From an optimization exercise on the open Yosys and OpenROAD flow, aimed at a short achievable clock period and few clock cycles; shortcuts taken in it are not production practice.
Power figures rest on the tool's default switching activity, not on a simulated workload.

## cpu
module cpu(clk,reset,o_mem_addr,o_mem_rd,i_mem_rddata,
		   o_mem_wr,o_mem_wrdata, i_mem_wait,i_mem_rddatavalid);
	input clk;
	input reset;
	input [15:0] i_mem_rddata;
	input i_mem_wait, i_mem_rddatavalid;
	output logic [15:0] o_mem_addr;
	output logic [15:0] o_mem_wrdata;
	output logic o_mem_wr;
	output logic o_mem_rd;
	integer k;
	logic [7:0][15:0] rf;
	logic [15:0] areg;      
	logic mq_v, mq_ld;
	logic [2:0] mq_dst;
	logic [15:0] mq_addr, mq_data;
	logic [1:0] qn;
	logic [2:0] q_ld, q_kill, q_pt;
	logic [2:0][2:0] q_dst;
	logic [2:0][15:0] q_pc, q_pcn, q_pr;
	wire [2:0] q_val = {qn == 2'd3, qn >= 2'd2, qn != 2'd0};
	wire h_ld = q_ld[0];
	wire h_kill = q_kill[0];
	wire h_pt = q_pt[0];
	wire [2:0] h_dst = q_dst[0];
	wire [15:0] h_pc = q_pc[0];
	wire [15:0] h_pcn = q_pcn[0];
	wire [15:0] h_pr = q_pr[0];
	logic [2:0] ibn;
	logic [3:0] ib_v;    
	logic [3:0] ib_pt, ib_w7, ib_fs;
	logic [3:0][15:0] ib_ins, ib_pc, ib_pcn, ib_tgt, ib_pr;
	logic [7:0] btb_v;
	logic [7:0][15:0] btb_tag;
	logic [7:0][15:0] btb_tgt;
	logic [2:0] btb_ptr;
	logic pv;
	logic [2:0] pd;
	logic [15:0] pa, pb;
	logic pci;
	wire [16:0] psum17 = {pa, 1'b1} + {pb, pci};    
	wire [15:0] psum = psum17[16:1];
	logic [15:0] fa, fb;
	logic fci;
	logic [15:0] ft, fu;    
	wire [16:0] fsum17 = {fa, 1'b1} + {fb, fci};
	wire [15:0] fsum = fsum17[16:1];
	wire fz = &(ft ~^ {fu[14:0], fci});
	wire fn = fsum[15];
	logic fok;    
	logic [15:0] oa;   
	logic ord, owr;    
	logic mok;    
	logic [1:0] nfr;  
	logic [7:0] bm;
	logic [15:0] btgt;
	always_comb begin
		btgt = 16'd0;
  ...
==> flow/config.mk <==
export PLATFORM = sky130hd
export DESIGN_NAME = cpu
export DESIGN_NICKNAME = cpu
export VERILOG_FILES = /design/flow/design.v
export SDC_FILE = /design/flow/constraint.sdc
export NUM_CORES = 4
export LEC_CHECK = 0
export ABC_CLOCK_PERIOD_IN_PS = 3000
export CAP_MARGIN = 20
export CORE_MARGIN = 2
export CORE_UTILIZATION = 40
export PLACE_DENSITY = 0.6
export SETUP_SLACK_MARGIN = 3.0
export SLEW_MARGIN = 20
export TNS_END_PERCENT = 30
==> flow/constraint.sdc <==
create_clock -name core_clock -period 6.0 [get_ports {clk}]
set_input_delay 1.2000 -clock core_clock [delete_from_list [all_inputs] [get_ports {clk}]]
set_output_delay 1.2000 -clock core_clock [all_outputs]
set_load 0.01 [all_outputs]
standard.sh (not shown) runs the stock make flow with config.mk's settings and CLKGATE_MAP_FILE= SYNTH_SCRIPT=/design/flow/synth_recipe.tcl, a recipe that flattens the netlist after the stock synthesis.
==> flow/flow/run.sh <==
#!/bin/bash
set -euo pipefail
bash standard.sh MATCH_CELL_FOOTPRINT=0 "BUFFER_PORTS_ARGS=-buffer_cell sky130_fd_sc_hd__buf_4" finish > flow_make.log 2>&1
Then changed:
--- a/flow/design.v
+++ b/flow/design.v
@@ -21,21 +21,21 @@
 	wire [2:0] q_val = {qn == 2'd3, qn >= 2'd2, qn != 2'd0};
 	wire h_ld = q_ld[0];
 	wire h_kill = q_kill[0];
 	wire h_pt = q_pt[0];
 	wire [2:0] h_dst = q_dst[0];
 	wire [15:0] h_pc = q_pc[0];
 	wire [15:0] h_pcn = q_pcn[0];
 	wire [15:0] h_pr = q_pr[0];
 	logic [2:0] ibn;
 	logic [3:0] ib_v;    
-	logic [3:0] ib_pt, ib_w7, ib_fs;
+	logic [3:0] ib_pt, ib_w7, ib_fs, ib_pit;   
 	logic [3:0][15:0] ib_ins, ib_pc, ib_pcn, ib_tgt, ib_pr;
 	logic [7:0] btb_v;
 	logic [7:0][15:0] btb_tag;
 	logic [7:0][15:0] btb_tgt;
 	logic [2:0] btb_ptr;
 	logic pv;
 	logic [2:0] pd;
 	logic [15:0] pa, pb;
 	logic pci;
 	wire [16:0] psum17 = {pa, 1'b1} + {pb, pci};    
@@ -106,21 +106,21 @@
 	logic pz;   
 	wire ex_eq = pz & (pa == ib_pr[0]);
 	logic [7:0] eqr;
 	always_comb
 		for (k = 0; k < 8; k++) eqr[k] = (rf[k] == ib_pr[0]);
 	wire eq_ra = fw_rx ? ex_eq : eqr[rx];
 	wire pt = ib_pt[0];
 	wire [15:0] pr = ib_pr[0];
 	wire [15:0] tgt = ib_tgt[0];
 	wire [15:0] bt = op[4] ? tgt : ra;            
-	wire pred_ok = taken ? (pt & (op[4] ? (pr == tgt) : eq_ra)) : ~pt;
+	wire pred_ok = taken ? (pt & (op[4] ? ib_pit[0] : eq_ra)) : ~pt;
 	wire redirect = go & ~pred_ok;
 	wire [15:0] actual = taken ? bt : pcn;
 	wire [15:0] opb = op[4] ? imm8s : rb;
 	wire [15:0] opb_x = op[1] ? ~opb : opb;
 	wire rv = i_mem_rddatavalid & (qn != 2'd0);
 	wire r_raw = rv & ~h_ld;
 	wire r_ins = r_raw & ~h_kill & ~redirect;
 	wire [4:0] r_op = i_mem_rddata[4:0];
 	wire [2:0] r_rx = i_mem_rddata[7:5];
 	wire r_jdir = r_op[4] & r_op[3] & (r_op[2] | (r_op[1:0] == 2'b00));
@@ -206,20 +206,21 @@
 			q_pt <= '0;
 			q_dst <= '0;
 			q_pc <= '0;
 			q_pcn <= '0;
 			q_pr <= '0;
 			ibn <= 3'd0;
 			ib_v <= 4'd0;
 			ib_pt <= '0;
 			ib_w7 <= '0;
 			ib_fs <= '0;
+			ib_pit <= '0;
 			ib_ins <= '0;
 			ib_pc <= '0;
 			ib_pcn <= '0;
 			ib_tgt <= '0;
 			ib_pr <= '0;
 			btb_v <= '0;
 			btb_ptr <= 3'd0;
 			u_v <= 1'b0;
 			u_taken <= 1'b0;
 			u_pc <= 16'd0;
@@ -269,36 +270,39 @@
 			if (redirect | d_redirect) q_kill <= '1;
 			if (issue_m) mq_v <= 1'b0;
 			if (issue_f) areg <= npred;
 			ibn_t = ibn;
 			if (go) begin
 				for (k = 0; k < 3; k++) begin
 					ib_ins[k] <= ib_ins[k+1];
 					ib_pt[k] <= ib_pt[k+1];
 					ib_w7[k] <= ib_w7[k+1];
 					ib_fs[k] <= ib_fs[k+1];
+					ib_pit[k] <= ib_pit[k+1];
 					ib_pc[k] <= ib_pc[k+1];
 					ib_pcn[k] <= ib_pcn[k+1];
 					ib_tgt[k] <= ib_tgt[k+1];
 					ib_pr[k] <= ib_pr[k+1];
 				end
 				ibn_t = ibn - 3'd1;
 			end
 			for (k = 0; k < 4; k++)
 				if (r_raw & (go ? (ib_v[k] & (k == 3 || !ib_v[(k+1)%4])) : (~ib_v[k] & (k == 0 || ib_v[(k+3)%4])))) begin
 					ib_ins[k] <= i_mem_rddata;
 					ib_pc[k] <= h_pc;
 					ib_pcn[k] <= r_pcn;
 					ib_tgt[k] <= r_tgt;
 					ib_pr[k] <= (dd_dir | dd_r7 | dd_cond | dd_back) ? d_tgt : h_pr;
 					ib_pt[k] <= dd_cond ? r_taken : (h_pt | dd_dir | dd_r7 | dd_back);
 					ib_fs[k] <= r_fs;
+					ib_pit[k] <= (dd_dir | dd_back) ? 1'b1 :
+					             dd_cond ? (r_taken | (i_mem_rddata[15:5] == 11'd0)) : (h_pr == r_tgt);
 					ib_w7[k] <= r_w7;
 				end
 			if (r_raw & ~h_kill) ibn_t = ibn_t + 3'd1;
 			ibn <= redirect ? 3'd0 : ibn_t;
 			ib_vt = go ? {1'b0, ib_v[3:1]} : ib_v;
 			if (r_raw & ~h_kill) ib_vt = {ib_vt[2:0], 1'b1};
 			ib_v <= redirect ? 4'd0 : ib_vt;
 			nfr <= nfr + {1'b0, issue_f} - {1'b0, r_raw};
 			mq_v_t = (mq_v & ~issue_m) | (go & is_ldst);
 			fok <= ~mq_v_t & q_ok & (redirect ? nf_ok : le_ok);
Effect: Clock power shrinks slightly; maximum frequency shrinks by a few percent; die area grows slightly; register-to-register slack gets worse by 0.16 ns; core utilization stays flat; power grows by a few percent; area after synthesis grows slightly; routed wire length grows slightly; final cell count grows slightly; combinational power grows by a few percent.
Function was not checked in any run of this note: the RTL went through the layout flow alone.

==> re-timing with driven ports <==
The results above use ideal ports. As a check the final layouts listed here were re-extracted and re-timed, cells and wires unchanged. Step 1 sets driving cells, clkbuf_16 on the clock port and buf_2 on the other inputs (assumed; they add their load-dependent delay and slew). Step 2, shift: input delay + t, output delay - t, t = (earliest + latest rising clock arrival at the registers) / 2. This alone moves slack from input paths to output paths. Three values: no drivers, after step 1, after step 2; two values: the first two.
run | t, ns | setup slack, ns | worst hold slack (ns) | worst setup path after step 2
the first run | 0.821 | 2.750 / 2.718 / 1.898 | 0.374 / 0.374 / 0.374 | input to register
the second run | 0.847 | 2.587 / 2.587 / 1.953 | 0.370 / 0.370 / 0.370 | input to register
After both steps every run listed still meets setup and hold. For the first run, which loses most, drivers alone change the setup slack by -0.032 ns; drivers and shift together by -0.852 ns.
